Source: an optimization exercise on an open RTL-to-GDS flow (aim: a short achievable clock period and few clock cycles). Production flows keep margins and buffers that such runs may drop. At most, simulation tests tie the RTL to the original design; equivalence was not proved. No functional check of the RTL was part of runs 1 and 2. Power and IR drop assume default switching activity.

**run.sh**
```bash
#!/bin/bash
# synth_recipe.tcl (not shown) runs the flow's synth.tcl, then flattens the netlist and writes it again
# the make line also repeats each setting of config.mk as NAME=value (left out here)
make -C /OpenROAD-flow-scripts/flow DESIGN_CONFIG=/design/flow/config.mk WORK_HOME=/design/flow/orfs CLKGATE_MAP_FILE= SYNTH_SCRIPT=/design/flow/synth_recipe.tcl finish
```
**constraint.sdc**
```tcl
create_clock -name core_clock -period 6.5 [get_ports {clk}]
set_input_delay 1.3000 -clock core_clock [delete_from_list [all_inputs] [get_ports {clk}]]
set_output_delay 1.3000 -clock core_clock [all_outputs]
set_load 0.01 [all_outputs]
```
**design.v**
```verilog
module ALU #(
  parameter W = 16
)(
  input [W-1:0] a, b,
  input ci,
  output [W-1:0] y,
  output co
);
  wire [W-1:0] p = a ^ b;
  wire [W-1:0] t = a | b;
  wire [W-1:0] gl [0:5];
  wire [W-1:0] tl [0:5];
  genvar i, k;
  generate
    for (i = 0; i < W; i = i + 1) begin : l1
      if (i >= 1) begin : s
        assign gl[1][i] = (a[i] & b[i]) | (a[i] & a[i-1] & b[i-1]) | (b[i] & a[i-1] & b[i-1]);
        assign tl[1][i] = t[i] & t[i-1];
      end else begin : n
        assign gl[1][i] = a[i] & b[i];
        assign tl[1][i] = t[i];
      end
    end
    for (k = 1; k < 5; k = k + 1) begin : lk
      for (i = 0; i < W; i = i + 1) begin : b
        if (i >= (1 << k)) begin : s
          assign gl[k+1][i] = gl[k][i] | (tl[k][i] & gl[k][i-(1<<k)]);
          assign tl[k+1][i] = tl[k][i] & tl[k][i-(1<<k)];
        end else begin : n
          assign gl[k+1][i] = gl[k][i];
          assign tl[k+1][i] = tl[k][i];
        end
      end
    end
  endgenerate
  wire [W:0] c = {gl[5] | (tl[5] & {W{ci}}), ci};
  assign y = p ^ c[W-1:0];
  assign co = c[W];
endmodule
module RegFile(
  input clk, rst, we,
  input [4:0] ra0, ra1, wa,
  input [31:0] wd,
  output [31:0] rd0, rd1
);
  reg [31:0] regvec[31:1];
  assign rd0 = (ra0 == 5'd0) ? 32'd0 : regvec[ra0];
  assign rd1 = (ra1 == 5'd0) ? 32'd0 : regvec[ra1];
  integer i;
  always @(posedge clk) begin
    if (rst) begin
      for (i = 1; i < 32; i = i + 1) regvec[i] <= 32'd0;
    end else if (we && wa != 5'd0) begin
      regvec[wa] <= wd;
    end
  end
endmodule
module Ctl(
  input [5:0] op,
  output is_add, is_addi, is_lw, is_sw, is_beq, is_j
);
  assign is_add = op == 6'b000000;
  assign is_addi = op == 6'b001000;
  assign is_lw = op == 6'b100011;
  assign is_sw = op == 6'b101011;
  assign is_beq = op == 6'b000100;
  assign is_j = op == 6'b000010;
endmodule
module PipelineCPU(
  input clk, rst,
  output [8:0] imem_addr,
  input [31:0] imem_data,
  output [8:0] dmem_addr,
  output [31:0] dmem_wdata,
  output dmem_we,
  input [31:0] dmem_rdata
);
  reg [8:0] pc;
  assign imem_addr = pc;
  wire [31:0] ins = imem_data;
  wire [4:0] rs = ins[25:21];
  wire [4:0] rt = ins[20:16];
  wire d_add, d_addi, d_lw, d_sw, d_beq, d_j;
  Ctl ctl(.op(ins[31:26]), .is_add(d_add), .is_addi(d_addi), .is_lw(d_lw),
          .is_sw(d_sw), .is_beq(d_beq), .is_j(d_j));
  wire beq_same = d_beq & (rs == rt);
  wire beq_cond = d_beq & (rs != rt);
  wire [4:0] dest = d_add ? ins[15:11] : rt;
  wire dest_nz = |dest;
  wire wr_alu = (d_add | d_addi) & dest_nz;
  wire wr_ld = d_lw & dest_nz;
  wire skippable = ~(wr_alu | wr_ld | d_sw | beq_cond);
  wire [31:0] rf_a, rf_b;
  reg ex_alu, ex_ld, ex_st, ex_br;
  reg f_am, f_bm, f_al, f_bl, f_sm, f_any;
  reg [4:0] ex_dest;
  reg [31:0] ex_a, ex_bs, ex_sd;
  reg [8:0] ex_tgt;
  reg mem_alu, mem_ld, mem_st, mem_br;
  reg [4:0] mem_dest;
  reg [15:0] mem_ylo, mem_ahi, mem_bhi;
  reg mem_c16, mem_fa, mem_fb, mem_eqlo;
  reg [31:0] mem_wd;
  reg [8:0] mem_tgt;
  reg wb_wr;
  reg [4:0] wb_dest;
  reg [31:0] wb_val;
  wire [15:0] wb_hi = wb_val[31:16];
  wire mem_taken, ex_zero;
  wire [8:0] pc1, btgt, pm1;
  wire pc1_co, btgt_co, pm1_co;
  ALU #(.W(9)) inc(.a(pc), .b(9'd0), .ci(1'b1), .y(pc1), .co(pc1_co));
  ALU #(.W(9)) badd(.a(pc), .b(ins[8:0]), .ci(1'b1), .y(btgt), .co(btgt_co));
  ALU #(.W(9)) dec(.a(pc), .b(9'h1ff), .ci(1'b0), .y(pm1), .co(pm1_co));
  wire [4:0] bz_reg = (rt == 5'd0) ? rs : rt;
  wire bz = beq_cond & ((rt == 5'd0) | (rs == 5'd0)) & ex_alu & ~f_any &
            (bz_reg == ex_dest);
  wire bz_taken = bz & ex_zero;
  reg fv [0:31];
  reg [3:0] ftag [0:31];
  reg [8:0] fsucc [0:31];
  wire fhit = fv[pc[4:0]] & (ftag[pc[4:0]] == pc[8:5]);
  wire [8:0] seqn = fhit ? fsucc[pc[4:0]] : pc1;
  wire [8:0] succ = d_j ? ins[8:0] : beq_same ? btgt : pc1;
  reg fw;
  reg [8:0] fw_key, fw_succ;
  always @(posedge clk) begin
    fw <= ~rst & skippable;
    fw_key <= pm1;
    fw_succ <= succ;
  end
  integer k;
  always @(posedge clk) begin
    if (rst) begin
      for (k = 0; k < 32; k = k + 1) fv[k] <= 1'b0;
    end else if (fw) begin
      fv[fw_key[4:0]] <= 1'b1;
      ftag[fw_key[4:0]] <= fw_key[8:5];
      fsucc[fw_key[4:0]] <= fw_succ;
    end
  end
  always @(posedge clk) begin
    if (rst) pc <= 9'd0;
    else if (mem_taken) pc <= mem_tgt;
    else if (d_j) pc <= ins[8:0];
    else if (beq_same | bz_taken) pc <= btgt;
    else pc <= seqn;
  end
  wire mem_wr = mem_alu | mem_ld;
  wire [15:0] ahi = mem_fa ? wb_hi : mem_ahi;
  wire [15:0] bhi = mem_fb ? wb_hi : mem_bhi;
  wire [15:0] yhi;
  wire co_hi;
  ALU #(.W(16)) alu_hi(.a(ahi), .b(bhi), .ci(mem_c16), .y(yhi), .co(co_hi));
  wire [31:0] mem_val = mem_ld ? dmem_rdata : {yhi, mem_ylo};
  wire [31:0] op_a = (mem_wr & (rs == mem_dest)) ? mem_val :
                     (wb_wr & (rs == wb_dest)) ? wb_val : rf_a;
  wire [31:0] op_b = (mem_wr & (rt == mem_dest)) ? mem_val :
                     (wb_wr & (rt == wb_dest)) ? wb_val : rf_b;
  always @(posedge clk) begin
    if (rst | mem_taken) begin
      ex_alu <= 1'b0;
      ex_ld <= 1'b0;
      ex_st <= 1'b0;
      ex_br <= 1'b0;
    end else begin
      ex_alu <= wr_alu;
      ex_ld <= wr_ld;
      ex_st <= d_sw;
      ex_br <= beq_cond & ~bz;
    end
    f_am <= ex_alu & (rs == ex_dest);
    f_bm <= ex_alu & (rt == ex_dest) & (d_add | d_beq);
    f_al <= ex_ld & (rs == ex_dest);
    f_bl <= ex_ld & (rt == ex_dest) & (d_add | d_beq);
    f_any <= (ex_alu | ex_ld) & ((rs == ex_dest) | (rt == ex_dest) & (d_add | d_beq));
    f_sm <= (ex_alu | ex_ld) & (rt == ex_dest);
    ex_dest <= dest;
    ex_a <= op_a;
    ex_bs <= (d_add | d_beq) ? op_b : {{16{ins[15]}}, ins[15:0]};
    ex_sd <= op_b;
    ex_tgt <= btgt;
  end
  wire [15:0] alo = f_am ? mem_ylo : f_al ? dmem_rdata[15:0] : ex_a[15:0];
  wire [15:0] blo = f_bm ? mem_ylo : f_bl ? dmem_rdata[15:0] : ex_bs[15:0];
  wire [15:0] ylo;
  wire c16;
  ALU #(.W(16)) alu_lo(.a(alo), .b(blo), .ci(1'b0), .y(ylo), .co(c16));
  assign ex_zero = ((ex_a ^ ex_bs) == {ex_a[30:0] | ex_bs[30:0], 1'b0});
  wire [31:0] sd = f_sm ? mem_val : ex_sd;
  always @(posedge clk) begin
    if (rst | mem_taken) begin
      mem_alu <= 1'b0;
      mem_ld <= 1'b0;
      mem_st <= 1'b0;
      mem_br <= 1'b0;
    end else begin
      mem_alu <= ex_alu;
      mem_ld <= ex_ld;
      mem_st <= ex_st;
      mem_br <= ex_br;
    end
    mem_dest <= ex_dest;
    mem_ylo <= ylo;
    mem_c16 <= c16;
    mem_ahi <= ex_a[31:16];
    mem_bhi <= ex_bs[31:16];
    mem_fa <= f_am | f_al;
    mem_fb <= f_bm | f_bl;
    mem_eqlo <= (alo == blo);
    mem_wd <= sd;
    mem_tgt <= ex_tgt;
  end
  assign dmem_addr = mem_ylo[10:2];
  assign dmem_wdata = mem_wd;
  assign dmem_we = mem_st;
  assign mem_taken = mem_br & mem_eqlo & (ahi == bhi);
  always @(posedge clk) begin
    wb_wr <= ~rst & mem_wr;
    wb_dest <= mem_dest;
    wb_val <= mem_val;
  end
  RegFile reg_file(.clk(clk), .rst(rst), .we(wb_wr), .wa(wb_dest), .wd(wb_val),
                   .ra0(rs), .ra1(rt), .rd0(rf_a), .rd1(rf_b));
endmodule
```
**config.mk**
```make
export PLATFORM = sky130hd
export DESIGN_NAME = PipelineCPU
export DESIGN_NICKNAME = PipelineCPU
export VERILOG_FILES = /design/flow/design.v
export SDC_FILE = /design/flow/constraint.sdc
export NUM_CORES = 4
export LEC_CHECK = 0
export CAP_MARGIN = 20
export CORE_MARGIN = 2
export CORE_UTILIZATION = 40
export SETUP_SLACK_MARGIN = 4.3
export SLEW_MARGIN = 20
```
==> results.yml, run 1 <==
global_routing:
  track_usage_pct: 29.8
  antenna_found_initial: 36
  gr-total-overflow: 0
  grt_max_degree: 59
  grt_pass1_wl_mm: 456
  grt_pass1_vias: 59000
sta:
  fmax_mhz: 280
  worst_slew_pin_slew_ps: 1380
  setup_tns_ps: 0
  slew_violations: 0
  setup_violations: 0
  finClkSkew_ps: 27.8
  period_minus_slack_ps: 3570
  max_slew_margin_pct: 7.74
  rsz0062_at_grt: "true"
  hold_viol: 0
  period_share_pct: 55.0
  fin_ws_ps: 2930
synthesis:
  seq_area_frac_synth_pct: 57.9
  synth_top_cell_area_share_pct: 50.4
  syn-instance-count: 5973
  post_synth.cell_area_avg_sq_um: 14.4
  yosysTopAreaCell: "edfxtp_1"
  synth_cell_types: 76
  synth_area_leaders: "edfxtp_1, mux4_2, dfxtp_1, and2_1, mux2i_1"
  yosysWarnings: 4
  synth-seq-cells: 1760
  synth_edf_count: 1440
  synthFlopType: "edfxtp_1"
  synthArstFlopShare_pct: 0
  syn_area_sq_um: 85800
job:
  drv_cap: 0
die:
  num_io_pins: 117
  start_util_pct: 40.1
  die_height_um: 467
  die_x_um: 467
  row_count: 170
  die_area_sq_um: 218000
  fp.coreArea_sq_um: 214000
placed_design:
  port_buffers: 116
  gp_congestion: 0.877
  dpl.hpwl_mm: 173
  post-place-ws_ps: 1610
clock_network:
  cts_buffer_depth: 3
  cts_htree_levels: 4
  cts_made_buffers: 180
  cts_hold_buf: 0
  clock-sinks: 1760
  ctsRootBufferMaster: "clkbuf_16"
  clk_pin_slew_ps: 60
  cts_tree: "built"
  insertion_delay_ps: 850
routing:
  met3WireLength_mm: 40.7
  postRouteAntennaNets: 0
  dr.pass1.iters: 6
  met1Wirelength_mm: 121
  vias: 60800
  viasPerCell: 6.25
  drt_wl_total_mm: 339
  routed-wl-met2_mm: 153
  post-route-drc-count: 0
  routedWlPerCell_um: 34.8
  highest_layer: "met5"
  drt-initial-drc-count: 9119
pwr:
  ir_worst_vdd_mv: 0.290
  power_leakage_nw: 41.2
  p_per_area_nw_per_um2: 273
worst_setup_path:
  critical_path_class: "flip-flop to flip-flop"
  crit_arrival_ps: 4250
  critPathLaunchType: "flip-flop"
  crit_fanout: 8
  critPathCaptureType: "flip-flop"
  worstPathRequired_ps: 7180
cells_and_area:
  final_cell_mix: "edfxtp_1, and2_1, mux4_2"
  final_common_cell: "edfxtp_1"
  final_nets: 6897
  drive_gt1_share_pct: 38.7
  area_growth_pct: 30.5
  nFillCells: 17100
outcome:
  outcome: "no timing/DRC/antenna violations"
hold_path:
  worst_hold_path_type: "flip-flop to flip-flop"
==> where the power goes <==
part           internal, W  switching (W)
Clock              0.00578        0.00465
Sequential          0.0130       0.000714
Combinational      0.00266        0.00377
==> cell type report <==
type	count	area [sq um]	area share [%]
Clock buffer	231	4930	4.40
Inverter	223	911	0.814
Clock inverter	102	890	0.795
Tap cell	2838	3550	3.17
Timing Repair Buffer	1022	13900	12.4
Multi-Input combinational cell	3533	37900	33.9
Sequential cell	1760	49800	44.5
Antenna cell	15	37.5	0.0335
==> timing repair <==
action / CTS / global route
buffers inserted: 485 / 174
pin swaps: 208 / 194
gates resized for setup: 1228 / 280
setup endpoints to repair: 2579 / 1751
cloned: 85 / 24
==> critical path, cell delays in order (launching register included) <==
cell	delay, ps
dfxtp_4	470
mux2i_4	340
buf_4	180
a211oi_2	100
or4_4	500
or4b_4	600
a311oi_4	440
o31ai_2	160
xnor2_2	310
o21a_1	210
a21oi_1	80
==> registers in the layout, summed over array words and instances, names as in the netlist, 32 cells and up <==
signal	flops
fsucc	288
ftag	128
fv	32
reg_file.regvec	1024
wb_val	32
ex_sd	32
mem_wd	32
ex_a	32
ex_bs	32
==> Yosys cell counts, types with 78 or more instances <==
| library cell | n |
|---|---|
| mux2_2 | 86 |
| and2_1 | 1002 |
| xnor2_1 | 87 |
| a21oi_1 | 172 |
| inv_1 | 217 |
| edfxtp_1 | 1440 |
| mux4_2 | 599 |
| clkbuf_1 | 363 |
| nor2_1 | 258 |
| ha_1 | 110 |
| nand2_1 | 173 |
| dfxtp_1 | 320 |
| mux2i_1 | 293 |
| o22ai_1 | 78 |
| buf_2 | 79 |
==> worst paths after layout <==
path / to / slack (ps) / cells after the start / startpoint
setup / recovery: mem_wd[30] / 2930 / 10 / mem_fb
hold / removal: mem_tgt[8] / 330 / 0 / ex_tgt[8]
setup reg to reg: mem_wd[30] / 2930 / 10 / mem_fb
hold reg to reg: mem_tgt[8] / 330 / 0 / ex_tgt[8]
==> stage by stage <==
step	util [%]	std cells	power (W)	hold WS, ps	area [sq um]
global placement	42.8	8608	0.0185	310	91500
floorplan	-	6004	0.0166	310	88900
finish	52.3	9724	0.0306	329	112000
CTS	50.7	9511	0.0301	329	108000
detailed placement	42.8	8608	0.0186	315	91500
global route	52.3	9715	0.0313	337	112000
==> layer usage <==
layer | global-route usage [%] | up-vias
li1 | - | 24100
met1 | 38.5 | 31200
met2 | 46.0 | 4457
met3 | 6.65 | 1057
met4 | 17.7 | 14
met5 | 0 | -
==> logic make-up after synthesis <==
family / Yosys count / synth area share, %
flops: 1760 / 57.9
simple gates: 1660 / 10.8
xor+xnor: 129 / 1.32
mux: 978 / 20.3
buf+inv: 744 / 3.47
fa+ha+maj: 111 / 1.63
compound gates: 590 / 4.66
other cells: 1 / 0.00437
==> run 2: changes to the inputs <==
--- a/design.v
+++ b/design.v
@@ -92,20 +92,21 @@
   wire skippable = ~(wr_alu | wr_ld | d_sw | beq_cond);
   wire [31:0] rf_a, rf_b;
   reg ex_alu, ex_ld, ex_st, ex_br;
-  reg f_am, f_bm, f_al, f_bl, f_sm, f_any;
+  reg f_am, f_bm, f_al, f_bl, f_aw, f_bw, f_sm, f_sw, f_any;
   reg [4:0] ex_dest;
   reg [31:0] ex_a, ex_bs, ex_sd;
   reg [8:0] ex_tgt;
   reg mem_alu, mem_ld, mem_st, mem_br;
   reg [4:0] mem_dest;
   reg [15:0] mem_ylo, mem_ahi, mem_bhi;
-  reg mem_c16, mem_fa, mem_fb, mem_eqlo;
+  reg mem_c16, mem_fa, mem_fb, mem_fa2, mem_fb2, mem_eqlo;
   reg [31:0] mem_wd;
   reg [8:0] mem_tgt;
   reg wb_wr;
   reg [4:0] wb_dest;
   reg [31:0] wb_val;
   wire [15:0] wb_hi = wb_val[31:16];
+  reg [15:0] wb2_hi;
   wire mem_taken, ex_zero;
   wire [8:0] pc1, btgt, pm1;
   wire pc1_co, btgt_co, pm1_co;
@@ -147,16 +148,16 @@
     else pc <= seqn;
   end
   wire mem_wr = mem_alu | mem_ld;
-  wire [15:0] ahi = mem_fa ? wb_hi : mem_ahi;
-  wire [15:0] bhi = mem_fb ? wb_hi : mem_bhi;
+  wire [15:0] ahi = mem_fa ? wb_hi : mem_fa2 ? wb2_hi : mem_ahi;
+  wire [15:0] bhi = mem_fb ? wb_hi : mem_fb2 ? wb2_hi : mem_bhi;
   wire [15:0] yhi;
   wire co_hi;
   ALU #(.W(16)) alu_hi(.a(ahi), .b(bhi), .ci(mem_c16), .y(yhi), .co(co_hi));
   wire [31:0] mem_val = mem_ld ? dmem_rdata : {yhi, mem_ylo};
-  wire [31:0] op_a = (mem_wr & (rs == mem_dest)) ? mem_val :
-                     (wb_wr & (rs == wb_dest)) ? wb_val : rf_a;
-  wire [31:0] op_b = (mem_wr & (rt == mem_dest)) ? mem_val :
-                     (wb_wr & (rt == wb_dest)) ? wb_val : rf_b;
+  wire [31:0] op_a = (wb_wr & (rs == wb_dest)) ? wb_val : rf_a;
+  wire [31:0] op_b = (wb_wr & (rt == wb_dest)) ? wb_val : rf_b;
+  wire ex_wr = ex_alu | ex_ld;
+  wire use_b = d_add | d_beq;
   always @(posedge clk) begin
     if (rst | mem_taken) begin
       ex_alu <= 1'b0;
@@ -170,24 +171,28 @@
       ex_br <= beq_cond & ~bz;
     end
     f_am <= ex_alu & (rs == ex_dest);
-    f_bm <= ex_alu & (rt == ex_dest) & (d_add | d_beq);
+    f_bm <= ex_alu & (rt == ex_dest) & use_b;
     f_al <= ex_ld & (rs == ex_dest);
-    f_bl <= ex_ld & (rt == ex_dest) & (d_add | d_beq);
-    f_any <= (ex_alu | ex_ld) & ((rs == ex_dest) | (rt == ex_dest) & (d_add | d_beq));
-    f_sm <= (ex_alu | ex_ld) & (rt == ex_dest);
+    f_bl <= ex_ld & (rt == ex_dest) & use_b;
+    f_aw <= mem_wr & (rs == mem_dest) & ~(ex_wr & (rs == ex_dest));
+    f_bw <= mem_wr & (rt == mem_dest) & ~(ex_wr & (rt == ex_dest)) & use_b;
+    f_any <= ex_wr & ((rs == ex_dest) | (rt == ex_dest) & use_b) |
+             mem_wr & ((rs == mem_dest) | (rt == mem_dest) & use_b);
+    f_sm <= ex_wr & (rt == ex_dest);
+    f_sw <= mem_wr & (rt == mem_dest) & ~(ex_wr & (rt == ex_dest));
     ex_dest <= dest;
     ex_a <= op_a;
     ex_bs <= (d_add | d_beq) ? op_b : {{16{ins[15]}}, ins[15:0]};
     ex_sd <= op_b;
     ex_tgt <= btgt;
   end
-  wire [15:0] alo = f_am ? mem_ylo : f_al ? dmem_rdata[15:0] : ex_a[15:0];
-  wire [15:0] blo = f_bm ? mem_ylo : f_bl ? dmem_rdata[15:0] : ex_bs[15:0];
+  wire [15:0] alo = f_am ? mem_ylo : f_al ? dmem_rdata[15:0] : f_aw ? wb_val[15:0] : ex_a[15:0];
+  wire [15:0] blo = f_bm ? mem_ylo : f_bl ? dmem_rdata[15:0] : f_bw ? wb_val[15:0] : ex_bs[15:0];
   wire [15:0] ylo;
   wire c16;
   ALU #(.W(16)) alu_lo(.a(alo), .b(blo), .ci(1'b0), .y(ylo), .co(c16));
   assign ex_zero = ((ex_a ^ ex_bs) == {ex_a[30:0] | ex_bs[30:0], 1'b0});
-  wire [31:0] sd = f_sm ? mem_val : ex_sd;
+  wire [31:0] sd = f_sm ? mem_val : f_sw ? wb_val : ex_sd;
   always @(posedge clk) begin
     if (rst | mem_taken) begin
       mem_alu <= 1'b0;
@@ -207,6 +212,8 @@
     mem_bhi <= ex_bs[31:16];
     mem_fa <= f_am | f_al;
     mem_fb <= f_bm | f_bl;
+    mem_fa2 <= f_aw;
+    mem_fb2 <= f_bw;
     mem_eqlo <= (alo == blo);
     mem_wd <= sd;
     mem_tgt <= ex_tgt;
@@ -219,6 +226,7 @@
     wb_wr <= ~rst & mem_wr;
     wb_dest <= mem_dest;
     wb_val <= mem_val;
+    wb2_hi <= wb_hi;
   end
   RegFile reg_file(.clk(clk), .rst(rst), .we(wb_wr), .wa(wb_dest), .wd(wb_val),
                    .ra0(rs), .ra1(rt), .rd0(rf_a), .rd1(rf_b));
==> run 2 against run 1 <==
Global-route usage rose by 0.27 points. Sequential power barely moved. Count of clock-buffer cells in the layout rose by 23. Critical endpoint is now pc[3]. Register-to-register slack improved by 480 ps. Routed wire length rose by 8.2%. Clock power rose by 5%. Synthesized cell count rose by 1.2%. Non-clock buffer count rose by 91. Final cell count rose by 2.0%. Total power fell by 0.27%. Largest power group unchanged. Maximum frequency rose by 16%. Critical path depth rose by 1.
==> results.yml, run 2 <==
pwr:
  power_leakage_nw: 42.8
  ir_worst_vdd_mv: 0.301
  p_per_area_nw_per_um2: 261
  clock_power_share_pct: 35.7
  intPower_w: 0.0215
  sequentialPowerShare_pct: 44.3
  switchingPower_w: 0.00902
  p_sw_share_pct: 29.6
  comb_power_share_pct: 20.0
die:
  fp.coreArea_sq_um: 217000
  die_height_um: 470
  start_util_pct: 40.2
  row_count: 171
  die_x_um: 470
  num_io_pins: 117
  die_area_sq_um: 221000
synthesis:
  yosysTopAreaCell: "edfxtp_1"
  syn-instance-count: 6044
  synthFlopType: "edfxtp_1"
  seq_area_frac_synth_pct: 57.5
  synth_edf_count: 1440
  synth_area_leaders: "edfxtp_1, mux4_2, dfxtp_1, and2_1, mux2i_1"
  synth_common_cells: "edfxtp_1, and2_1, mux4_2"
  synth_top_cell_area_share_pct: 49.7
  syn_area_sq_um: 87000
  post_synth.cell_area_avg_sq_um: 14.4
  synthArstFlopShare_pct: 0
  yosysMostFrequentCell: "edfxtp_1"
  synth-seq-cells: 1781
  synth_cell_types: 78
  yosysWarnings: 4
global_routing:
  antenna_found_initial: 48
  gr-total-overflow: 0
  track_usage_pct: 30.0
  met3_usage_pct: 7.70
  grt_most_used_layer: "met2"
  grt_pass1_vias: 60100
  grt_max_degree: 101
  met1_usage_pct: 38.0
  met2_usage_pct: 46.2
  grt_pass1_wl_mm: 467
clock_network:
  cts_htree_levels: 4
  ctsRootBufferMaster: "clkbuf_16"
  cts_tree: "built"
  cts_made_buffers: 183
  cts_hold_buf: 0
  clock-sinks: 1781
  insertion_delay_ps: 900
  cts_buffer_depth: 3
  clk_pin_slew_ps: 70
placed_design:
  dpl.hpwl_mm: 166
  gp_congestion: 0.889
  dp_cells: 8641
  placed_cell_area_sq_um: 92100
  port_buffers: 116
sta:
  fmax_mhz: 323
  period_share_pct: 47.6
  slew_violations: 0
  rsz0062_at_grt: "true"
  hold_viol: 0
  setup_violations: 0
  setup_tns_ps: 0
  period_minus_slack_ps: 3090
  worst_slew_pin_slew_ps: 1080
  finClkSkew_ps: 89.4
  max_slew_margin_pct: 27.1
job:
  drv_cap: 0
worst_setup_path:
  crit_fanout: 7
  r2r_setup_slack_ps: 3410
  worstPathRequired_ps: 7320
  crit_path_cell_trace: "inv_1 -> ha_1 -> xnor2_1 -> nor4_2 -> nand4_1 -> nor4_4 -> a41o_4 -> nand2b_4 -> a211o_1 -> nand2_1 -> o21ai_1"
  critPathLaunchType: "flip-flop"
  crit_arrival_ps: 3910
  slowest_stage: "nor4_4"
  critPathCaptureType: "flip-flop"
  slowest_delay_ps: 440
  critical_path_class: "flip-flop to flip-flop"
routing:
  post-route-drc-count: 0
  drt_wl_total_mm: 367
  viasPerCell: 6.41
  routedWlPerCell_um: 36.9
  postRouteAntennaNets: 0
  vias: 63600
  drt-initial-drc-count: 10600
  dr.pass1.iters: 12
cells_and_area:
  final_cells: 9923
  final_cell_mix: "edfxtp_1, and2_1, mux4_2"
  drive_gt1_share_pct: 41.2
  nFillCells: 16800
  final_common_cell: "edfxtp_1"
  top_register: "reg_file.regvec"
  final_nets: 7033
  design_area_sq_um: 117000
  largest_register_ffs: 1024
  area_growth_pct: 34.4
outcome:
  outcome: "no timing/DRC/antenna violations"
hold_path:
  worst_hold_path_type: "flip-flop to flip-flop"
==> run 2: layout make-up <==
cell class              instances  area [sq um]  area share (%)
diodes                         55           138           0.118
clock inverters                89          1050           0.902
clock buffers                 254          5060            4.33
inverters                     194           795           0.679
multi-input cells            3583         39400            33.6
repair buffers               1113         16800            14.4
flip-flops and latches       1781         50200            42.9
well taps                    2854          3570            3.05
==> run 2: per-layer routing <==
metal | wire [um] | part of all wire, %
met2 | 160000 | 44
met3 | 51900 | 14
met5 | 223 | 0.061
met1 | 126000 | 34
met4 | 29100 | 7.9
==> run 2: worst max-delay path: cells and delay by family, from the launching register on <==
kind	cells	cell delay, ps
simple gates	5	1320
compound gates	3	620
flops	1	410
fa+ha+maj	1	300
xor+xnor	1	270
buf+inv	1	80
==> run 2: power by group through the flow <==
| stage | clock network, W | logic [W] | registers, W |
|---|---|---|---|
| 3_3_place_gp | 0 | 0.00424 | 0.0137 |
| 4_1_cts | 0.0109 | 0.00551 | 0.0135 |
| 3_5_place_dp | 0 | 0.00426 | 0.0137 |
| 6_report | 0.0109 | 0.00609 | 0.0135 |
| 5_1_grt | 0.0114 | 0.00619 | 0.0136 |
| 2_1_floorplan | 0 | 0.00273 | 0.0135 |
==> run 2: worst paths after layout <==
path / startpoint / end / cells after the start
worst max-delay path: ex_a[8] / pc[3] / 11
worst min-delay path: ex_tgt[2] / mem_tgt[2] / 0
worst max register to register: ex_a[8] / pc[3] / 11
worst min register to register: ex_tgt[2] / mem_tgt[2] / 0
==> run 2: logic make-up (layout without fill, tap and decap cells) <==
family                     after synthesis  count (layout)  share of synthesized area [%]
AOI/OAI and AO/OA                      567             567                           4.40
xor gates and xnor gates               134             134                           1.35
adders and majority gates              111             111                           1.60
buffers and inverters                  745            1650                           3.53
DFF                                   1781            1781                           57.5
muxes                                 1040            1040                           21.0
other                                    1              87                        0.00431
and+or+nand+nor                       1665            1699                           10.6
==> run 2: metrics by stage <==
step / setup slack [ps] / utilization (%) / total power (W) / hold WS [ps]
after global routing: 3320 / 53.9 / 0.0311 / 327
after CTS: 3480 / 51.5 / 0.0299 / 325
after global placement: 1890 / 42.5 / 0.0180 / 310
final: 3410 / 54.0 / 0.0305 / 322
after detailed placement: 1860 / 42.5 / 0.0180 / 312
after floorplan: 3250 / - / 0.0162 / 310
==> run 2: repair_timing <==
| action | 4_1_cts | 5_1_grt |
|---|---|---|
| buffers inserted | 507 | 192 |
| endpoints found under the setup margin | 2529 | 1705 |
| gates resized for setup | 1312 | 519 |
| pin swaps | 208 | 188 |
| gates cloned | 125 | 60 |
==> run 3: changes to the inputs <==
--- a/design.v
+++ b/design.v
@@ -107,7 +107,9 @@
   reg [31:0] wb_val;
   wire [15:0] wb_hi = wb_val[31:16];
   reg [15:0] wb2_hi;
-  wire mem_taken, ex_zero;
+  wire ex_zero;
+  reg wb_taken;
+  reg [8:0] wb_tgt;
   wire [8:0] pc1, btgt, pm1;
   wire pc1_co, btgt_co, pm1_co;
   ALU #(.W(9)) inc(.a(pc), .b(9'd0), .ci(1'b1), .y(pc1), .co(pc1_co));
@@ -117,11 +119,11 @@
   wire bz = beq_cond & ((rt == 5'd0) | (rs == 5'd0)) & ex_alu & ~f_any &
             (bz_reg == ex_dest);
   wire bz_taken = bz & ex_zero;
-  reg fv [0:31];
-  reg [3:0] ftag [0:31];
-  reg [8:0] fsucc [0:31];
-  wire fhit = fv[pc[4:0]] & (ftag[pc[4:0]] == pc[8:5]);
-  wire [8:0] seqn = fhit ? fsucc[pc[4:0]] : pc1;
+  reg fv [0:15];
+  reg [4:0] ftag [0:15];
+  reg [8:0] fsucc [0:15];
+  wire fhit = fv[pc[3:0]] & (ftag[pc[3:0]] == pc[8:4]);
+  wire [8:0] seqn = fhit ? fsucc[pc[3:0]] : pc1;
   wire [8:0] succ = d_j ? ins[8:0] : beq_same ? btgt : pc1;
   reg fw;
   reg [8:0] fw_key, fw_succ;
@@ -133,16 +135,16 @@
   integer k;
   always @(posedge clk) begin
     if (rst) begin
-      for (k = 0; k < 32; k = k + 1) fv[k] <= 1'b0;
+      for (k = 0; k < 16; k = k + 1) fv[k] <= 1'b0;
     end else if (fw) begin
-      fv[fw_key[4:0]] <= 1'b1;
-      ftag[fw_key[4:0]] <= fw_key[8:5];
-      fsucc[fw_key[4:0]] <= fw_succ;
+      fv[fw_key[3:0]] <= 1'b1;
+      ftag[fw_key[3:0]] <= fw_key[8:4];
+      fsucc[fw_key[3:0]] <= fw_succ;
     end
   end
   always @(posedge clk) begin
     if (rst) pc <= 9'd0;
-    else if (mem_taken) pc <= mem_tgt;
+    else if (wb_taken) pc <= wb_tgt;
     else if (d_j) pc <= ins[8:0];
     else if (beq_same | bz_taken) pc <= btgt;
     else pc <= seqn;
@@ -159,7 +161,7 @@
   wire ex_wr = ex_alu | ex_ld;
   wire use_b = d_add | d_beq;
   always @(posedge clk) begin
-    if (rst | mem_taken) begin
+    if (rst | wb_taken) begin
       ex_alu <= 1'b0;
       ex_ld <= 1'b0;
       ex_st <= 1'b0;
@@ -194,7 +196,7 @@
   assign ex_zero = ((ex_a ^ ex_bs) == {ex_a[30:0] | ex_bs[30:0], 1'b0});
   wire [31:0] sd = f_sm ? mem_val : f_sw ? wb_val : ex_sd;
   always @(posedge clk) begin
-    if (rst | mem_taken) begin
+    if (rst | wb_taken) begin
       mem_alu <= 1'b0;
       mem_ld <= 1'b0;
       mem_st <= 1'b0;
@@ -220,10 +222,12 @@
   end
   assign dmem_addr = mem_ylo[10:2];
   assign dmem_wdata = mem_wd;
-  assign dmem_we = mem_st;
-  assign mem_taken = mem_br & mem_eqlo & (ahi == bhi);
-  always @(posedge clk) begin
-    wb_wr <= ~rst & mem_wr;
+  assign dmem_we = mem_st & ~wb_taken;
+  wire br_taken = mem_br & mem_eqlo & (ahi == bhi);
+  always @(posedge clk) begin
+    wb_wr <= ~rst & mem_wr & ~wb_taken;
+    wb_taken <= ~rst & br_taken & ~wb_taken;
+    wb_tgt <= mem_tgt;
     wb_dest <= mem_dest;
     wb_val <= mem_val;
     wb2_hi <= wb_hi;
==> run 3 against run 2 <==
Critical path depth increased by 3. Sequential power decreased by 9.6%. Synthesized cell count down 6.7%. Utilization is 0.29 points higher. Critical endpoint is now mem_wd[29]. Total power is 7.7% lower. Worst hold slack worse by 9.1 ps. Combinational power decreased by 0.8%. Worst setup slack better by 53 ps. Global-route usage rose by 0.12 points.
==> results.yml, run 3 <==
sta:
  max_slew_margin_pct: 27.8
  slew_violations: 0
  rsz0062_at_grt: "true"
  finClkSkew_ps: 79.5
  period_minus_slack_ps: 3040
  period_share_pct: 46.7
  fmax_mhz: 329
  setup_tns_ps: 0
  hold_ws_ps: 313
  worst_slew_pin_slew_ps: 1080
  hold_viol: 0
  setup_violations: 0
cells_and_area:
  final_cells: 9198
  area_growth_pct: 35.2
  finalCoreUtilization_pct: 54.3
  multi_input_area_sq_um: 38000
  final_cell_mix: "edfxtp_1, and2_1, mux4_2"
  final_nets: 6578
  final_common_cell: "edfxtp_1"
  top_register: "reg_file.regvec"
  largest_register_ffs: 1024
  nFillCells: 15200
  design_area_sq_um: 107000
  drive_gt1_share_pct: 41.0
  ff_latch_area_sq_um: 44400
synthesis:
  seq_area_frac_synth_pct: 55.9
  synth_area_leaders: "edfxtp_1, mux4_2, dfxtp_1, and2_1, mux2i_1"
  synthArstFlopShare_pct: 0
  post_synth.cell_area_avg_sq_um: 14.0
  synthFlopType: "edfxtp_1"
  yosysWarnings: 4
  synth_common_cells: "edfxtp_1, and2_1, mux4_2"
  yosysTopAreaCell: "edfxtp_1"
  synth_cell_types: 77
  yosysMostFrequentCell: "edfxtp_1"
  synth_edf_count: 1248
  synth_top_cell_area_share_pct: 47.4
  syn-instance-count: 5639
  synth-seq-cells: 1583
  syn_area_sq_um: 79000
global_routing:
  grt_max_degree: 67
  antenna_found_initial: 33
  track_usage_pct: 30.2
  grt_pass1_vias: 54700
  grt_pass1_wl_mm: 424
  gr-total-overflow: 0
placed_design:
  dpl.hpwl_mm: 160
  dp_cells: 8046
  placed_cell_area_sq_um: 84200
  port_buffers: 116
  gp_congestion: 0.882
clock_network:
  cts_htree_levels: 4
  cts_tree: "built"
  cts_made_buffers: 172
  clk_pin_slew_ps: 60
  cts_buffer_depth: 3
  insertion_delay_ps: 850
  ctsRootBufferMaster: "clkbuf_16"
  clock-sinks: 1583
pwr:
  power_leakage_nw: 39.3
  ir_worst_vdd_mv: 0.283
  p_per_area_nw_per_um2: 264
hold_path:
  worst_hold_path_type: "flip-flop to flip-flop"
die:
  die_x_um: 448
  row_count: 163
  start_util_pct: 40.1
  num_io_pins: 117
  fp.coreArea_sq_um: 197000
  die_area_sq_um: 201000
  die_height_um: 448
routing:
  post-route-drc-count: 0
  met3WireLength_mm: 37.4
  routedWlPerCell_um: 34.7
  vias: 57300
  viasPerCell: 6.23
  highest_layer: "met5"
  dr.pass1.iters: 8
  postRouteAntennaNets: 0
  met1Wirelength_mm: 114
  drt_wl_total_mm: 319
  routed-wl-met2_mm: 143
  drt-initial-drc-count: 8593
worst_setup_path:
  worstPathRequired_ps: 7230
  critPathCaptureType: "flip-flop"
  crit_arrival_ps: 3770
  critPathLaunchType: "flip-flop"
  critical_path_class: "flip-flop to flip-flop"
  crit_fanout: 7
job:
  drv_cap: 0
outcome:
  outcome: "no timing/DRC/antenna violations"
[run 3: kinds of logic (layout without fill, tap and decap cells)]
logic type	count (synthesis)	after routing	share of synthesized area, %
AO/OA/AOI/OAI	565	569	4.94
flip-flops	1583	1583	55.9
adder cells (fa/ha/maj)	111	111	1.77
buffers and inverters	693	1534	3.66
multiplexers	918	918	20.8
AND/OR/NAND/NOR	1639	1669	11.5
other	1	45	0.00475
XOR/XNOR	129	129	1.43
[run 3: layout make-up]
type / instances / share of cell area, %
Sequential cell: 1583 / 41.5
Multi-Input combinational cell: 3428 / 35.6
Timing Repair Buffer: 1044 / 13.9
Clock buffer: 227 / 4.37
Tap cell: 2640 / 3.09
Clock inverter: 91 / 0.866
Inverter: 170 / 0.653
Antenna cell: 13 / 0.0305
Timing Repair inverter: 2 / 0.0164
[run 3: per-layer routing]
metal	vias to the layer above	global-route usage, %
met5	-	0
met4	18	17.8
met3	1004	6.60
met2	4125	46.3
met1	29400	39.4
li1	22700	-
[run 3: worst max-delay path: stages (launching register included)]
cell	delay, ps
dfxtp_4	400
buf_12	140
buf_6	120
mux2_2	360
mux2i_4	260
inv_1	80
ha_1	230
nor3_1	250
a31oi_2	90
a311oi_2	240
buf_4	180
buf_12	110
xor2_4	180
o21ai_2	70
a21o_1	190
[run 3: path summary, 6_finish.rpt]
path	startpoint	endpoint	slack (ps)	depth (start not counted)
worst min register to register	mem_tgt[8]	wb_tgt[8]	310	0
worst max-delay path	mem_fb2	mem_wd[29]	3460	14
worst max register to register	mem_fb2	mem_wd[29]	3460	14
worst min-delay path	mem_tgt[8]	wb_tgt[8]	310	0
[run 3: power breakdown]
group / internal [W] / switching [W] / leakage, nW / total (W)
combinational: 0.00249 / 0.00355 / 21.2 / 0.00604
clock: 0.00543 / 0.00443 / 2.70 / 0.00986
sequential: 0.0116 / 0.000625 / 15.4 / 0.0122
total: 0.0195 / 0.00860 / 39.3 / 0.0282
[run 3: repair_timing]
action,4_1_cts,5_1_grt
buffers inserted,465,211
hold buffers,0,0
endpoints found under the hold margin,0,0
gates resized for setup,1276,423
gates cloned,108,37
pin swaps,272,219
endpoints found under the setup margin,2458,1340
[run 3: stage by stage]
stage | worst slack, ps | power (W)
2_1_floorplan | 3080 | 0.0147
3_3_place_gp | 1000 | 0.0164
3_5_place_dp | 1450 | 0.0164
4_1_cts | 3530 | 0.0276
5_1_grt | 3340 | 0.0288
6_report | 3460 | 0.0282
Testbench counts of run 3, summed over its fixed seeds: cycles 62,884.
==> run 4: changes to the inputs <==
--- a/design.v
+++ b/design.v
@@ -125,11 +125,17 @@
   wire fhit = fv[pc[3:0]] & (ftag[pc[3:0]] == pc[8:4]);
   wire [8:0] seqn = fhit ? fsucc[pc[3:0]] : pc1;
   wire [8:0] succ = d_j ? ins[8:0] : beq_same ? btgt : pc1;
+  reg fu;
+  reg [8:0] fu_key;
+  always @(posedge clk) begin
+    fu <= ~rst & ~wb_taken & ~d_j & ~(beq_same | bz_taken) & fhit;
+    fu_key <= pc;
+  end
   reg fw;
   reg [8:0] fw_key, fw_succ;
   always @(posedge clk) begin
     fw <= ~rst & skippable;
-    fw_key <= pm1;
+    fw_key <= fu ? fu_key : pm1;
     fw_succ <= succ;
   end
   integer k;
==> run 4 against run 3 <==
Routed wire length up 0.88%. Flip-flop and latch count increased by 10. Sequential power about the same. Synthesized cell count is 1.2% higher. Total power is 1.8% lower. Largest cell class unchanged.
==> results.yml, run 4 <==
worst_setup_path:
  worstPathRequired_ps: 7280
  slowest_delay_ps: 410
  critical_path_class: "input pin to flip-flop"
  r2r_setup_slack_ps: 3420
  crit_buf_inv: 4
  worst-path-stages: 13
  crit_fanout: 8
  worstSetupEndpoint: "pc[7]"
  rr_worst_depth: 13
  critPathLaunchType: "input pin"
  crit_arrival_ps: 3890
  crit_path_cell_trace: "buf_16 -> buf_4 -> buf_4 -> nor3_1 -> a311oi_1 -> o22ai_1 -> nor4_2 -> buf_4 -> a21oi_4 -> nand2b_4 -> or2_1 -> a31o_2 -> a21oi_2"
  reg2reg_to: "mem_wd[31]"
  cp-startpoint: "imem_data[17]"
  cpMostUsedCell: "buf_4"
  slowest_stage: "a21oi_4"
  critPathCaptureType: "flip-flop"
  crit_family: "compound AO/OA/AOI/OAI gates"
  r2r-start: "mem_fb2"
routing:
  drt_wl_total_mm: 322
  vias: 57900
  routedWlPerCell_um: 34.8
  viasPerCell: 6.27
  routed-wl-met2_mm: 141
  drt-initial-drc-count: 8494
  dr.pass1.iters: 8
  met1Wirelength_mm: 115
  postRouteAntennaNets: 0
  met3WireLength_mm: 42.5
  post-route-drc-count: 0
  highest_layer: "met5"
cells_and_area:
  final_cells: 9241
  final_nets: 6628
  area_growth_pct: 36.1
  nFillCells: 15300
  ff_latch_area_sq_um: 44600
  multi_input_area_sq_um: 38000
  design_area_sq_um: 108000
  top_register: "reg_file.regvec"
  drive_gt1_share_pct: 42.1
  final_common_cell: "edfxtp_1"
  largest_register_ffs: 1024
  final_cell_mix: "edfxtp_1, and2_1, mux4_2"
clock_network:
  cts_tree: "built"
  ctsRootBufferMaster: "clkbuf_16"
  clock-sinks: 1593
  cts_made_buffers: 166
  cts_htree_levels: 4
  cts_buffer_depth: 3
  insertion_delay_ps: 840
  clk_pin_slew_ps: 70
sta:
  setup_tns_ps: 0
  setup_violations: 0
  worst_slew_pin_slew_ps: 966
  period_share_pct: 47.8
  hold_viol: 0
  finClkSkew_ps: 34.4
  slew_violations: 0
  fmax_mhz: 322
  rsz0062_at_grt: "true"
  max_slew_margin_pct: 35.5
  fin_ws_ps: 3390
  period_minus_slack_ps: 3110
synthesis:
  post_synth.cell_area_avg_sq_um: 13.9
  synthFlopType: "edfxtp_1"
  synth-adder-area-share_pct: 1.76
  synth_common_cells: "edfxtp_1, and2_1, mux4_2"
  synth-seq-cells: 1593
  syn-instance-count: 5709
  yosysMostFrequentCell: "edfxtp_1"
  synth_area_leaders: "edfxtp_1, mux4_2, dfxtp_1, and2_1, mux2i_1"
  synth_top_cell_area_share_pct: 47.3
  seq_area_frac_synth_pct: 56.1
  synth_top_family_by_area: "multiplexers"
  synth_simple_gate_area_share_pct: 11.7
  syn_area_sq_um: 79200
  synth_cell_types: 68
  synthArstFlopShare_pct: 0
  synth_mux_area_share_pct: 20.5
  yosysTopAreaCell: "edfxtp_1"
  synth_edf_count: 1248
  synth_compound_gate_area_share_pct: 4.99
  yosysWarnings: 4
  synth_xor_area_share_pct: 1.39
die:
  die_x_um: 449
  die_height_um: 449
  die_area_sq_um: 202000
  fp.coreArea_sq_um: 197000
  num_io_pins: 117
  row_count: 163
  start_util_pct: 40.2
global_routing:
  grt_max_degree: 55
  antenna_found_initial: 29
  grt_pass1_vias: 55000
  track_usage_pct: 29.3
  gr-total-overflow: 0
  grt_pass1_wl_mm: 419
placed_design:
  post-place-ws_ps: 1400
  port_buffers: 116
  dp_cells: 8123
  gp_congestion: 0.871
  placed_cell_area_sq_um: 84400
  dpl.hpwl_mm: 157
pwr:
  ir_worst_vdd_mv: 0.255
  power_leakage_nw: 39.9
  p_per_area_nw_per_um2: 257
  p_total_w: 0.0277
job:
  drv_cap: 0
hold_path:
  worst_hold_path_type: "flip-flop to flip-flop"
outcome:
  outcome: "no timing/DRC/antenna violations"
## run 4: worst min path at each step
stage / slack [ps] / cells past startpoint / from / to
after floorplan: 310 / 0 / ex_tgt[0] / mem_tgt[0]
after global placement: 310 / 0 / mem_tgt[2] / wb_tgt[2]
after detailed placement: 310 / 0 / mem_tgt[0] / wb_tgt[0]
after CTS: 330 / 0 / mem_tgt[4] / wb_tgt[4]
after global routing: 330 / 0 / mem_tgt[4] / wb_tgt[4]
final: 320 / 0 / mem_tgt[4] / wb_tgt[4]
## run 4: power by group
group / internal (W) / leakage, nW / total (W) / switching (W)
registers: 0.0117 / 15.5 / 0.0123 / 0.000607
clock network: 0.00524 / 2.61 / 0.00955 / 0.00432
logic: 0.00244 / 21.8 / 0.00580 / 0.00335
total: 0.0194 / 39.9 / 0.0277 / 0.00828
## run 4: kinds of logic after synthesis
group,Yosys count
fa+ha+maj,111
simple gates,1685
compound gates,591
other cells,1
xor+xnor,126
flops,1593
buf+inv,699
mux,903
## run 4: worst reg2reg max path, cell delays in order, from the launching register on
cell	delay, ps
dfxtp_4	410
mux2_4	330
mux2i_4	170
ha_2	230
nor2b_4	50
o21ai_2	130
inv_2	70
o311ai_4	320
nand4_1	220
a311oi_2	300
buf_4	180
o31ai_4	70
mux2i_2	280
a31oi_1	150
## run 4: cell type report
class | instances | area share, %
Clock inverter | 80 | 0.704
Multi-Input combinational cell | 3471 | 35.3
Timing Repair Buffer | 1047 | 14.6
Inverter | 169 | 0.643
Antenna cell | 13 | 0.0302
Timing Repair inverter | 3 | 0.0244
Tap cell | 2640 | 3.07
Clock buffer | 225 | 4.26
Sequential cell | 1593 | 41.4
## run 4: repair_timing
item / in CTS / in global routing
gates cloned: 122 / 66
hold buffers: 0 / 0
pin swaps: 254 / 226
setup endpoints to repair: 2427 / 1938
setup buffers: 419 / 193
resized for setup: 1390 / 595
## run 4: routing by layer
metal  vias up  GRT usage (%)
met1     29600           38.6
li1      23000              -
met3      1114           6.73
met5         -              0
met4        16           16.5
met2      4196           44.6
## run 4: through the flow
| step | util, % | hold slack [ps] |
|---|---|---|
| after CTS | 51.7 | 325 |
| after detailed placement | 42.8 | 313 |
| after global placement | 42.8 | 311 |
| after floorplan | - | 310 |
| final | 54.7 | 319 |
| after global routing | 54.7 | 325 |
Testbench counts of run 4, summed over its fixed seeds: cycles 62,604.
==> run 5: changes to the inputs <==
--- a/design.v
+++ b/design.v
@@ -115,15 +115,22 @@
   ALU #(.W(9)) inc(.a(pc), .b(9'd0), .ci(1'b1), .y(pc1), .co(pc1_co));
   ALU #(.W(9)) badd(.a(pc), .b(ins[8:0]), .ci(1'b1), .y(btgt), .co(btgt_co));
   ALU #(.W(9)) dec(.a(pc), .b(9'h1ff), .ci(1'b0), .y(pm1), .co(pm1_co));
-  wire [4:0] bz_reg = (rt == 5'd0) ? rs : rt;
-  wire bz = beq_cond & ((rt == 5'd0) | (rs == 5'd0)) & ex_alu & ~f_any &
-            (bz_reg == ex_dest);
+  wire bz = d_beq & ex_alu & ~f_any &
+            (((rt == 5'd0) & (rs == ex_dest)) | ((rs == 5'd0) & (rt == ex_dest)));
   wire bz_taken = bz & ex_zero;
   reg fv [0:15];
   reg [4:0] ftag [0:15];
   reg [8:0] fsucc [0:15];
-  wire fhit = fv[pc[3:0]] & (ftag[pc[3:0]] == pc[8:4]);
-  wire [8:0] seqn = fhit ? fsucc[pc[3:0]] : pc1;
+  reg [15:0] fidx;
+  reg [14:0] fsel;
+  integer e;
+  always @(*) begin
+    fsel = 15'd0;
+    for (e = 0; e < 16; e = e + 1)
+      fsel = fsel | ({15{fidx[e]}} & {fv[e], ftag[e], fsucc[e]});
+  end
+  wire fhit = fsel[14] & (fsel[13:9] == pc[8:4]);
+  wire [8:0] seqn = fhit ? fsel[8:0] : pc1;
   wire [8:0] succ = d_j ? ins[8:0] : beq_same ? btgt : pc1;
   reg fu;
   reg [8:0] fu_key;
@@ -148,12 +155,25 @@
       fsucc[fw_key[3:0]] <= fw_succ;
     end
   end
-  always @(posedge clk) begin
-    if (rst) pc <= 9'd0;
-    else if (wb_taken) pc <= wb_tgt;
-    else if (d_j) pc <= ins[8:0];
-    else if (beq_same | bz_taken) pc <= btgt;
-    else pc <= seqn;
+  function [15:0] onehot(input [3:0] v);
+    onehot = 16'd1 << v;
+  endfunction
+  reg [15:0] wb_tgt_oh;
+  wire [8:0] pc_next = wb_taken ? wb_tgt :
+                       d_j ? ins[8:0] :
+                       (beq_same | bz_taken) ? btgt : seqn;
+  wire [15:0] idx_next = wb_taken ? wb_tgt_oh :
+                         d_j ? onehot(ins[3:0]) :
+                         (beq_same | bz_taken) ? onehot(btgt[3:0]) :
+                         fhit ? onehot(fsel[3:0]) : onehot(pc1[3:0]);
+  always @(posedge clk) begin
+    if (rst) begin
+      pc <= 9'd0;
+      fidx <= 16'd1;
+    end else begin
+      pc <= pc_next;
+      fidx <= idx_next;
+    end
   end
   wire mem_wr = mem_alu | mem_ld;
   wire [15:0] ahi = mem_fa ? wb_hi : mem_fa2 ? wb2_hi : mem_ahi;
@@ -234,6 +254,7 @@
     wb_wr <= ~rst & mem_wr & ~wb_taken;
     wb_taken <= ~rst & br_taken & ~wb_taken;
     wb_tgt <= mem_tgt;
+    wb_tgt_oh <= onehot(mem_tgt[3:0]);
     wb_dest <= mem_dest;
     wb_val <= mem_val;
     wb2_hi <= wb_hi;
==> run 5 against run 4 <==
Global-route usage is 2.2 points higher. Still clean. Total power is 4.9% higher. Final cell count is 1.4% lower. Sequential power hardly changed. Critical path type is now flip-flop to flip-flop. Routed wire length is 6.4% higher. Count of clock-buffer cells in the layout is 13 higher. Largest cell class unchanged. Register-to-register slack worse by 340 ps.
==> results.yml, run 5 <==
synthesis:
  yosysWarnings: 4
  synth_edf_count: 1248
  seq_area_frac_synth_pct: 57.0
  yosysTopAreaCell: "edfxtp_1"
  syn_area_sq_um: 79000
  synth-seq-cells: 1625
  post_synth.cell_area_avg_sq_um: 14.6
  yosysMostFrequentCell: "edfxtp_1"
  synth_cell_types: 68
  synth_common_cells: "edfxtp_1, and2_1, mux4_2"
  synth_area_leaders: "edfxtp_1, mux4_2, dfxtp_1, and2_1, mux2i_1"
  synthArstFlopShare_pct: 0
  synthFlopType: "edfxtp_1"
  synth_top_cell_area_share_pct: 47.5
  syn-instance-count: 5423
global_routing:
  grt_pass1_wl_mm: 435
  track_usage_pct: 31.4
  grt_max_degree: 54
  antenna_found_initial: 22
  gr-total-overflow: 0
  grt_pass1_vias: 54200
worst_setup_path:
  crit_arrival_ps: 4180
  critical_path_class: "flip-flop to flip-flop"
  r2r-start: "ex_bs[21]"
  crit_fanout: 5
  rr_worst_depth: 12
  reg2reg_to: "fidx[8]"
  worstPathRequired_ps: 7250
  critPathLaunchType: "flip-flop"
  r2r_setup_slack_ps: 3080
  critPathCaptureType: "flip-flop"
cells_and_area:
  final_common_cell: "edfxtp_1"
  largest_register_ffs: 1024
  ff_latch_area_sq_um: 45200
  final_cell_mix: "edfxtp_1, mux4_2, and2_1"
  top_register: "reg_file.regvec"
  final_nets: 6493
  drive_gt1_share_pct: 47.2
  final_cells: 9116
  area_growth_pct: 39.8
  nFillCells: 14500
  multi_input_area_sq_um: 36600
clock_network:
  clk_pin_slew_ps: 60
  cts_made_buffers: 173
  cts_buffer_depth: 3
  cts_htree_levels: 4
  cts_tree: "built"
  insertion_delay_ps: 860
  clock-sinks: 1625
  ctsRootBufferMaster: "clkbuf_16"
sta:
  slew_violations: 0
  rsz0062_at_grt: "true"
  setup_tns_ps: 0
  worst_slew_pin_slew_ps: 903
  hold_viol: 0
  max_slew_margin_pct: 39.8
  setup_violations: 0
  finClkSkew_ps: 48.4
  fmax_mhz: 292
  period_share_pct: 52.7
  period_minus_slack_ps: 3420
pwr:
  p_per_area_nw_per_um2: 263
  ir_worst_vdd_mv: 0.209
  power_leakage_nw: 41.3
placed_design:
  gp_congestion: 0.849
  dpl.hpwl_mm: 154
  dp_cells: 7886
  port_buffers: 116
outcome:
  outcome: "no timing/DRC/antenna violations"
die:
  start_util_pct: 40.1
  num_io_pins: 117
  die_area_sq_um: 201000
  die_height_um: 448
  row_count: 163
  die_x_um: 448
  fp.coreArea_sq_um: 197000
hold_path:
  hold_end: "wb_tgt[7]"
  worst_hold_path_type: "flip-flop to flip-flop"
  hold_depth: 0
  hold_start: "mem_tgt[7]"
routing:
  dr.pass1.iters: 8
  postRouteAntennaNets: 0
  routedWlPerCell_um: 37.6
  viasPerCell: 6.32
  post-route-drc-count: 0
  vias: 57600
  drt-initial-drc-count: 9097
  drt_wl_total_mm: 342
job:
  drv_cap: 0
==> run 5: routing by layer <==
layer  wire length, um  GRT usage [%]
met5                91              0
met3             45500           9.48
met1            116000           39.1
met4             29800           19.2
met2            151000           48.3
==> run 5: where the power goes <==
part / total, W / switching [W] / internal, W
logic: 0.00632 / 0.00375 / 0.00257
clock network: 0.0102 / 0.00453 / 0.00572
registers: 0.0125 / 0.000517 / 0.0119
total: 0.0290 / 0.00879 / 0.0202
==> run 5: critical path, stage by stage, from the launching register on <==
cell and delay (ps):
dfxtp_2 350, inv_2 50, ha_4 250, xnor2_4 140, nor4_4 450, nand4_1 320
or4_4 540, o31a_4 350, o21ai_2 160, o21ba_4 190, and3_1 190, a32oi_1 250
nor2_1 70
==> run 5: layout make-up <==
| type | instances | share of cell area (%) |
|---|---|---|
| diodes | 11 | 0.0249 |
| well taps | 2640 | 2.99 |
| flip-flops and latches | 1625 | 40.9 |
| multi-input cells | 3207 | 33.1 |
| repair inverters | 2 | 0.0295 |
| clock buffers | 238 | 4.46 |
| repair buffers | 1150 | 17.0 |
| inverters | 156 | 0.601 |
| clock inverters | 87 | 0.831 |
==> run 5: how the worst max path moves through the flow <==
stage / depth (start not counted) / slack [ps] / from / endpoint
CTS: 12 / 3110 / ex_bs[30] / fidx[2]
global route: 13 / 3120 / ex_bs[21] / fidx[7]
global placement: 11 / 1700 / imem_data[27] / fidx[1]
floorplan: 11 / 2550 / imem_data[27] / fidx[14]
finish: 12 / 3080 / ex_bs[21] / fidx[8]
detailed placement: 10 / 1650 / imem_data[27] / fidx[12]
==> run 5: timing repair <==
action | 4_1_cts | 5_1_grt
hold buffers | 0 | 0
gates resized for setup | 1340 | 843
endpoints found under the setup margin | 2475 | 2328
buffers inserted | 486 | 177
gates cloned | 171 | 60
pin swaps | 193 | 184
==> run 5: kinds of logic (layout without fill, tap and decap cells) <==
kind of cell	count (synthesis)	in the layout	share of synthesized area, %
flops	1625	1625	57.0
xor+xnor	124	124	1.38
compound gates	506	509	4.34
simple gates	1538	1555	11.0
buf+inv	642	1633	3.12
fa+ha+maj	112	112	1.78
other cells	1	43	0.00475
mux	875	875	21.4
==> run 5: metrics by stage <==
step / utilization [%] / area [sq um] / total power (W) / setup WS (ps) / hold slack (ps)
after CTS: 52.9 / 104000 / 0.0281 / 3110 / 302
after floorplan: - / 82100 / 0.0151 / 2550 / 310
after global routing: 56.1 / 110000 / 0.0296 / 3120 / 303
after detailed placement: 42.9 / 84300 / 0.0168 / 1650 / 313
final: 56.1 / 110000 / 0.0290 / 3080 / 307
after global placement: 42.8 / 84300 / 0.0167 / 1700 / 310
Testbench counts of run 5, summed over its fixed seeds: cycles 62,604.

-- separate check: timing with driven ports --
The flow's constraints put no driver on any port. The routed layouts listed below were extracted and timed again, unchanged, in two steps. Step 1, drivers: a clkbuf_16 drives clk and a buf_2 each remaining input, both assumed. Step 2 adds t to the input delays and takes it off the output delays; t is the mean of the earliest and latest rising clock arrival at the registers after step 1. Input paths then give back, and output paths get back, about the clock's delay inside the block. a / b / c = ideal ports / drivers / drivers and shift; a / b = the first two.
run	t, ns	slack for setup (ns)	latest minus earliest clock arrival (ns)
run 1	0.919	2.928 / 2.928 / 2.033	0.030 / 0.029
run 2	0.947	3.409 / 3.178 / 2.231	0.102 / 0.102
run 3	0.899	3.462 / 3.144 / 2.245	0.087 / 0.087
run 4	0.913	3.394 / 3.216 / 2.302	0.048 / 0.049
run 5	0.926	3.075 / 3.060 / 2.134	0.058 / 0.058
After both steps setup and hold are still met in every run listed. The setup slack of run 3, which loses most, moves by -0.318 ns with the drivers and by -1.217 ns with both steps.
